From an optimization exercise on the open Yosys and OpenROAD flow, aimed at small area and a short achievable clock period; shortcuts taken in it are not production practice. The RTL was checked by simulation tests, not by an equivalence proof against the original design. Power and IR drop assume default switching activity.

## v15
## top
module top (
  input  logic        clk,
  input  logic        rst_n,
  input  logic [15:0] setpoint,
  input  logic [15:0] feedback,
  input  logic [15:0] Kp,
  input  logic [15:0] Ki,
  input  logic [15:0] Kd,
  input  logic [15:0] clk_prescaler,
  output logic [15:0] control_signal
);
export LEC_CHECK = 0
export ABC_AREA = 1
export CAP_MARGIN = 20
export CORE_MARGIN = 2
export CORE_UTILIZATION = 40
export SETUP_SLACK_MARGIN = 5
export SLEW_MARGIN = 20
export SYNTH_HIERARCHICAL = 1
export SYNTH_MINIMUM_KEEP_SIZE = 0
create_clock -name core_clock -period 12.5 [get_ports {clk}]
standard.sh (not shown) runs the stock make flow with config.mk's settings and CLKGATE_MAP_FILE= SYNTH_SCRIPT=/design/flow/synth_recipe.tcl, a recipe that flattens the netlist after the stock synthesis.
==> flow/flow/run.sh <==
#!/bin/bash
# The standard layout, with the port buffers made of plain buf_1 cells
# instead of the delay buffers buffer_ports picks on its own, and a larger
# setup margin for timing repair.
set -euo pipefail
export BUFFER_PORTS_ARGS="-buffer_cell sky130_fd_sc_hd__buf_1"
bash standard.sh SETUP_SLACK_MARGIN=6.0 finish > standard.log 2>&1
v15 ran to completion and came out clean on the timing, DRC and antenna checks.
Input-level comparison between v2 and v15:
-- flow/flow/run.sh --
<<< v15, line 6
export BUFFER_PORTS_ARGS="-buffer_cell sky130_fd_sc_hd__buf_1"
bash standard.sh SETUP_SLACK_MARGIN=6.0 finish > standard.log 2>&1
>>> v2, line 6
export BUFFER_PORTS_ARGS="-buffer_cell sky130_fd_sc_hd__buf_1"
bash standard.sh SETUP_SLACK_MARGIN=6.5 finish > standard.log 2>&1
==> comparison <==
Looking only at share of total power in the clock network, and setting everything else aside, the lower value of v2 and v15 goes to v15. Summary of v2 over v15: non-clock buffer count shows an increase of 41; clock skew about even. Relative to v15, number of cells in the finished layout apart from fillers increased by 42 in v2. v2 packs its core tighter than v15.
--- input diff v2..v18 ---
-- flow/flow/run.sh --
<<< v2, line 6
export BUFFER_PORTS_ARGS="-buffer_cell sky130_fd_sc_hd__buf_1"
bash standard.sh SETUP_SLACK_MARGIN=6.5 finish > standard.log 2>&1
>>> v18, line 6
export BUFFER_PORTS_ARGS="-buffer_cell sky130_fd_sc_hd__buf_1"
bash standard.sh SETUP_SLACK_MARGIN=7.5 finish > standard.log 2>&1
--- outcome ---
v18 finished all stages; the layout is clean. Of v18 and v2, the higher worst slew slack as a fraction of its limit belongs to v2. When v18 is set beside v2, its top fanout value on the critical path turns out to be 4 smaller. Total power: v18 > v2. Summed instance area of the synthesized netlist came out exactly the same in v18 and v2. Taking v2 as the reference point, the total number of cells along the worst setup path of v18 falls by 3. Compared to v2, the router laid down more metal wire for v18. v18 against v2: final count of negative-setup-slack endpoints level; combinational-cell power consumption climbed 28%; final critical-path setup slack climbed 0.31 ns; design area went up.

== job 782 ==
Another version of the RTL of top (not shown whole).
Size in the first run: ~120 flip-flops, about 110 I/O pins, about 16000 sq um of cells after synthesis.
clock: 12.5 ns
lec_check: 0
cap_margin: 20
core_margin: 2
core_utilization: 40
setup_slack_margin: 5
slew_margin: 20
synth_hierarchical: 1
synth_minimum_keep_size: 0
==> flow/flow/run.sh <==
#!/bin/bash
# The standard layout, with the port buffers made of plain buf_1 cells
# instead of the delay buffers buffer_ports picks on its own, and a larger
# setup margin for timing repair.
set -euo pipefail
export BUFFER_PORTS_ARGS="-buffer_cell sky130_fd_sc_hd__buf_1"
bash standard.sh SETUP_SLACK_MARGIN=6.5 finish > standard.log 2>&1
Job 782 reached the end of the flow, and the finished layout is clean on the timing, DRC and antenna checks.
The following lists how job 8591 was set up differently from job 782:
- CTS_BUF_LIST newly set to sky130_fd_sc_hd__clkbuf_4 sky130_fd_sc_hd__clkbuf_8
- CTS_CLUSTER_SIZE newly set to 40
--- a/flow/flow/run.sh
+++ b/flow/flow/run.sh
@@ -7 +7 @@
-bash standard.sh SETUP_SLACK_MARGIN=6.5 finish > standard.log 2>&1
+bash standard.sh SETUP_SLACK_MARGIN=6.5 SKIP_GATE_CLONING=1 finish > standard.log 2>&1
Share of the core filled with cells is higher on job 782
| final cell count | job 782 vs job 8591 | ≈ equal |
Going from job 782 to job 8591, cell area shrinks by 1.5%.
Comparing job 8591 and job 782, the higher cell-internal power was measured on job 782.
For part of the cycle the worst path needs, job 782 and job 8591 come out practically identical.
Job 8591 vs. job 782: clock-pin slew reported for the worst setup and hold paths after clock tree synthesis went up by 0.03 ns.
The setup slack of job 8591 is larger than that of job 782.
From job 8591 to job 782, synthesized cell count did not move at all.
Inputs modified between job 8591 and job 4766:
- a change of CTS_BUF_LIST from sky130_fd_sc_hd__clkbuf_4 sky130_fd_sc_hd__clkbuf_8 to sky130_fd_sc_hd__clkbuf_2 sky130_fd_sc_hd__clkbuf_4 sky130_fd_sc_hd__clkbuf_8
- an added CTS_CLUSTER_DIAMETER of 100
- a change of CTS_CLUSTER_SIZE from 40 to 60
--- a/flow/flow/run.sh
+++ b/flow/flow/run.sh
@@ -7 +7 @@
-bash standard.sh SETUP_SLACK_MARGIN=6.5 SKIP_GATE_CLONING=1 finish > standard.log 2>&1
+bash standard.sh SETUP_SLACK_MARGIN=6.5 finish > standard.log 2>&1
[summary]
- Job 4766 against job 8591: combinational power share closely matched the old numbers; shortest clock period the worst path allows after layout closely matched the old numbers.
- From job 4766 to job 8591, post-synthesis sequential area ratio did not move at all.
[inputs] job 2902 vs job 4766
- swapping sky130_fd_sc_hd__clkbuf_2 sky130_fd_sc_hd__clkbuf_4 sky130_fd_sc_hd__clkbuf_8 for sky130_fd_sc_hd__clkbuf_4 sky130_fd_sc_hd__clkbuf_8 in CTS_BUF_LIST
- clearing CTS_CLUSTER_DIAMETER, which used to be 100
- swapping 60 for 40 in CTS_CLUSTER_SIZE
--- a/flow/flow/run.sh
+++ b/flow/flow/run.sh
@@ -7 +7 @@
-bash standard.sh SETUP_SLACK_MARGIN=6.5 finish > standard.log 2>&1
+bash standard.sh SETUP_SLACK_MARGIN=6.5 SETUP_MOVE_SEQUENCE=unbuffer,sizeup,swap,buffer finish > standard.log 2>&1
[summary]
Looking at startpoint of the worst setup timing path, the u_dut.smp$_DFF_PN0_ result is from job 2902; the feedback[0] one comes from job 4766.
u_dut.C3[14]$_DFF_PN0_ as the endpoint of the worst setup timing path was reported by job 2902, and u_dut.C3[15]$_DFF_PN0_ by job 4766.
| maximum clock skew at final layout | job 2902 vs job 4766 | ≈ equal |
Re worst relative slew slack: job 2902 is 1.4 points up on job 4766.
For clock-cell share of area, job 2902 and job 4766 come out practically identical.
Relative to job 4766, the average via count per standard cell measured on job 2902 has decreased slightly.
Taking job 4766 as the reference, in job 2902 internal power component now sits higher, power climbed 0.037 mW, footprint of the multi-input gates ~0 delta.
Status: cell area parity (job 4766, job 2902)

top, a different RTL version from the one above (not shown whole).
Size: roughly 97 flip-flops, ~16000 um2 of cells after synthesis.
Settings: LEC_CHECK=0, ABC_AREA=1, CAP_MARGIN=20, CORE_MARGIN=2, CORE_UTILIZATION=40, SETUP_SLACK_MARGIN=5, SLEW_MARGIN=20, SYNTH_HIERARCHICAL=1, SYNTH_MINIMUM_KEEP_SIZE=0; clock period 12.5 ns.
==> flow/flow/run.sh <==
#!/bin/bash
# The standard layout, with the port buffers made of plain buf_1 cells
# instead of the delay buffers buffer_ports picks on its own, and a larger
# setup margin for timing repair.
set -euo pipefail
export BUFFER_PORTS_ARGS="-buffer_cell sky130_fd_sc_hd__buf_1"
bash standard.sh SETUP_SLACK_MARGIN=6.5 finish > standard.log 2>&1
The starting point finished clean.
==> next run, changes <==
==> flow/flow/run.sh (replaced) <==
#!/bin/bash
# The standard layout, with the port buffers made of plain buf_1 cells
# instead of the delay buffers buffer_ports picks on its own, and power
# recovery (downsizing of cells off the critical paths) after global routing.
set -euo pipefail
export BUFFER_PORTS_ARGS="-buffer_cell sky130_fd_sc_hd__buf_1"
export RECOVER_POWER=100
bash standard.sh finish > standard.log 2>&1
=> With this change the flow completed and failed the layout checks on max-capacitance violations, max-slew violations; cell count went down by a few percent; setup slack is worse by 2.3 ns; via count went down by a few percent; power went down by a little under a tenth; clock power came out higher by a few percent; design area drops by roughly a tenth; flip-flop and latch count stays the same; utilization goes down by 4.7 points; routed wire length goes down by a few percent; die area stays the same; clock skew grows by 0.0045 ns.
==> next run, changes <==
==> flow/flow/run.sh (replaced) <==
#!/bin/bash
# The standard layout, with the port buffers made of plain buf_1 cells
# instead of the delay buffers buffer_ports picks on its own, and a larger
# setup margin for timing repair.
set -euo pipefail
export BUFFER_PORTS_ARGS="-buffer_cell sky130_fd_sc_hd__buf_1"
bash standard.sh SETUP_SLACK_MARGIN=8 finish > standard.log 2>&1
Now the flow finished with timing, DRC and antenna clean.
Power went up by 22%.
Cell count went up by 4.8%.
Die area is unchanged.
Final area went up by 22%.
==> next run, changes <==
--- a/flow/flow/run.sh
+++ b/flow/flow/run.sh
@@ -6,2 +6,2 @@
 export BUFFER_PORTS_ARGS="-buffer_cell sky130_fd_sc_hd__buf_1"
-bash standard.sh SETUP_SLACK_MARGIN=8 finish > standard.log 2>&1
+bash standard.sh SETUP_SLACK_MARGIN=7.2 finish > standard.log 2>&1
=>
- worst hold slack gets worse by 0.0044 ns
- final area goes down by about 4%
- die area is unchanged
- combinational power goes down by about 11%
- core utilization goes down by 2.0 points
- clock-buffer cell count does not change
- area after synthesis is unchanged
- wire length hardly moves
- critical path depth goes down by 3
- clock power barely changes

old:
RTL: one of the versions met above, not the one the previous note started from.
Size in the first run: ~1400 cells after synthesis, roughly 120 flip-flops, about 110 I/O pins.
export LEC_CHECK = 0
export CAP_MARGIN = 20
export CORE_MARGIN = 2
export CORE_UTILIZATION = 40
export SETUP_SLACK_MARGIN = 5
export SLEW_MARGIN = 20
export SYNTH_HIERARCHICAL = 1
export SYNTH_MINIMUM_KEEP_SIZE = 0
create_clock -name core_clock -period 12.5 [get_ports {clk}]
==> flow/flow/run.sh <==
#!/bin/bash
# The standard layout, with the port buffers made of plain buf_1 cells
# instead of the delay buffers buffer_ports picks on its own, and a larger
# setup margin for timing repair.
set -euo pipefail
export BUFFER_PORTS_ARGS="-buffer_cell sky130_fd_sc_hd__buf_1"
bash standard.sh SETUP_SLACK_MARGIN=6.8 finish > standard.log 2>&1
Inputs modified between old and new:
- setting CTS_BUF_LIST to sky130_fd_sc_hd__clkbuf_4 sky130_fd_sc_hd__clkbuf_8 for the first time
- setting PLACE_DENSITY to 0.7 for the first time
- setting CTS_CLUSTER_SIZE to 40 for the first time
- setting GPL_ROUTABILITY_DRIVEN to 0 for the first time
diff --git a/flow/flow/run.sh b/flow/flow/run.sh
--- a/flow/flow/run.sh
+++ b/flow/flow/run.sh
@@ -6,2 +6,2 @@
 export BUFFER_PORTS_ARGS="-buffer_cell sky130_fd_sc_hd__buf_1"
-bash standard.sh SETUP_SLACK_MARGIN=6.8 finish > standard.log 2>&1
+bash standard.sh SETUP_SLACK_MARGIN=6.5 finish > standard.log 2>&1
Results
new: flow completed, timing, DRC and antenna clean
Between new and old, routing usage on met2 is lower for new, old comes in above that.
Area added between synthesis and finish in new is 4.3 points below old.
new against old; via count is up slightly.
Any difference in starting utilization of the core area between new and old is small enough to ignore.

-- static timing again, ports no longer ideal --
The flow's constraints put no driver on any port. The routed layouts listed below were extracted and timed again, unchanged, in two steps. Step 1: set_driving_cell puts a clkbuf_16 on clk and a buf_2 on each other input, an assumption about the parent block. Step 2 adds t to the input delays and takes it off the output delays; t is the mean of the earliest and latest rising clock arrival at the registers after step 1. Input paths then give back, and output paths get back, about the clock's delay inside the block. Slacks: ideal / step 1 / step 2; pairs: ideal / step 1.
run | t (ns) | setup WS [ns] | worst hold slack (ns) | worst register clock-pin slew, ns
v15 | 0.482 | 6.135 / 6.163 / 5.681 | 0.483 / 0.483 / 0.483 | 0.07 / 0.07
v2 | 0.484 | 6.594 / 6.569 / 6.140 | 0.496 / 0.496 / 0.496 | 0.07 / 0.07
v18 | 0.484 | 6.907 / 6.907 / 6.426 | 0.494 / 0.494 / 0.494 | 0.07 / 0.07
job 782 | 0.470 | 6.554 / 6.568 / 6.114 | 0.523 / 0.523 / 0.523 | 0.06 / 0.06
job 8591 | 0.493 | 6.564 / 6.590 / 6.097 | 0.526 / 0.526 / 0.526 | 0.09 / 0.09
job 4766 | 0.493 | 6.564 / 6.590 / 6.097 | 0.526 / 0.526 / 0.526 | 0.09 / 0.09
job 2902 | 0.494 | 6.527 / 6.527 / 6.076 | 0.526 / 0.526 / 0.526 | 0.09 / 0.09
the first run of note 3 | 0.422 | 6.085 / 6.093 / 5.671 | 0.491 / 0.491 / 0.491 | 0.08 / 0.08
the second run of note 3 | 0.415 | 3.770 / 3.798 / 3.382 | 0.491 / 0.491 / 0.491 | 0.09 / 0.09
the third run of note 3 | 0.413 | 6.096 / 6.096 / 5.683 | 0.498 / 0.498 / 0.498 | 0.08 / 0.08
the fourth run of note 3 | 0.423 | 6.101 / 6.116 / 5.693 | 0.494 / 0.494 / 0.494 | 0.08 / 0.08
old | 0.479 | 6.545 / 6.557 / 6.077 | 0.496 / 0.496 / 0.496 | 0.07 / 0.07
new | 0.508 | 6.542 / 6.568 / 6.060 | 0.496 / 0.496 / 0.496 | 0.10 / 0.10
The setup slack of new, which loses most, moves by +0.026 ns with the drivers and by -0.482 ns with both steps.
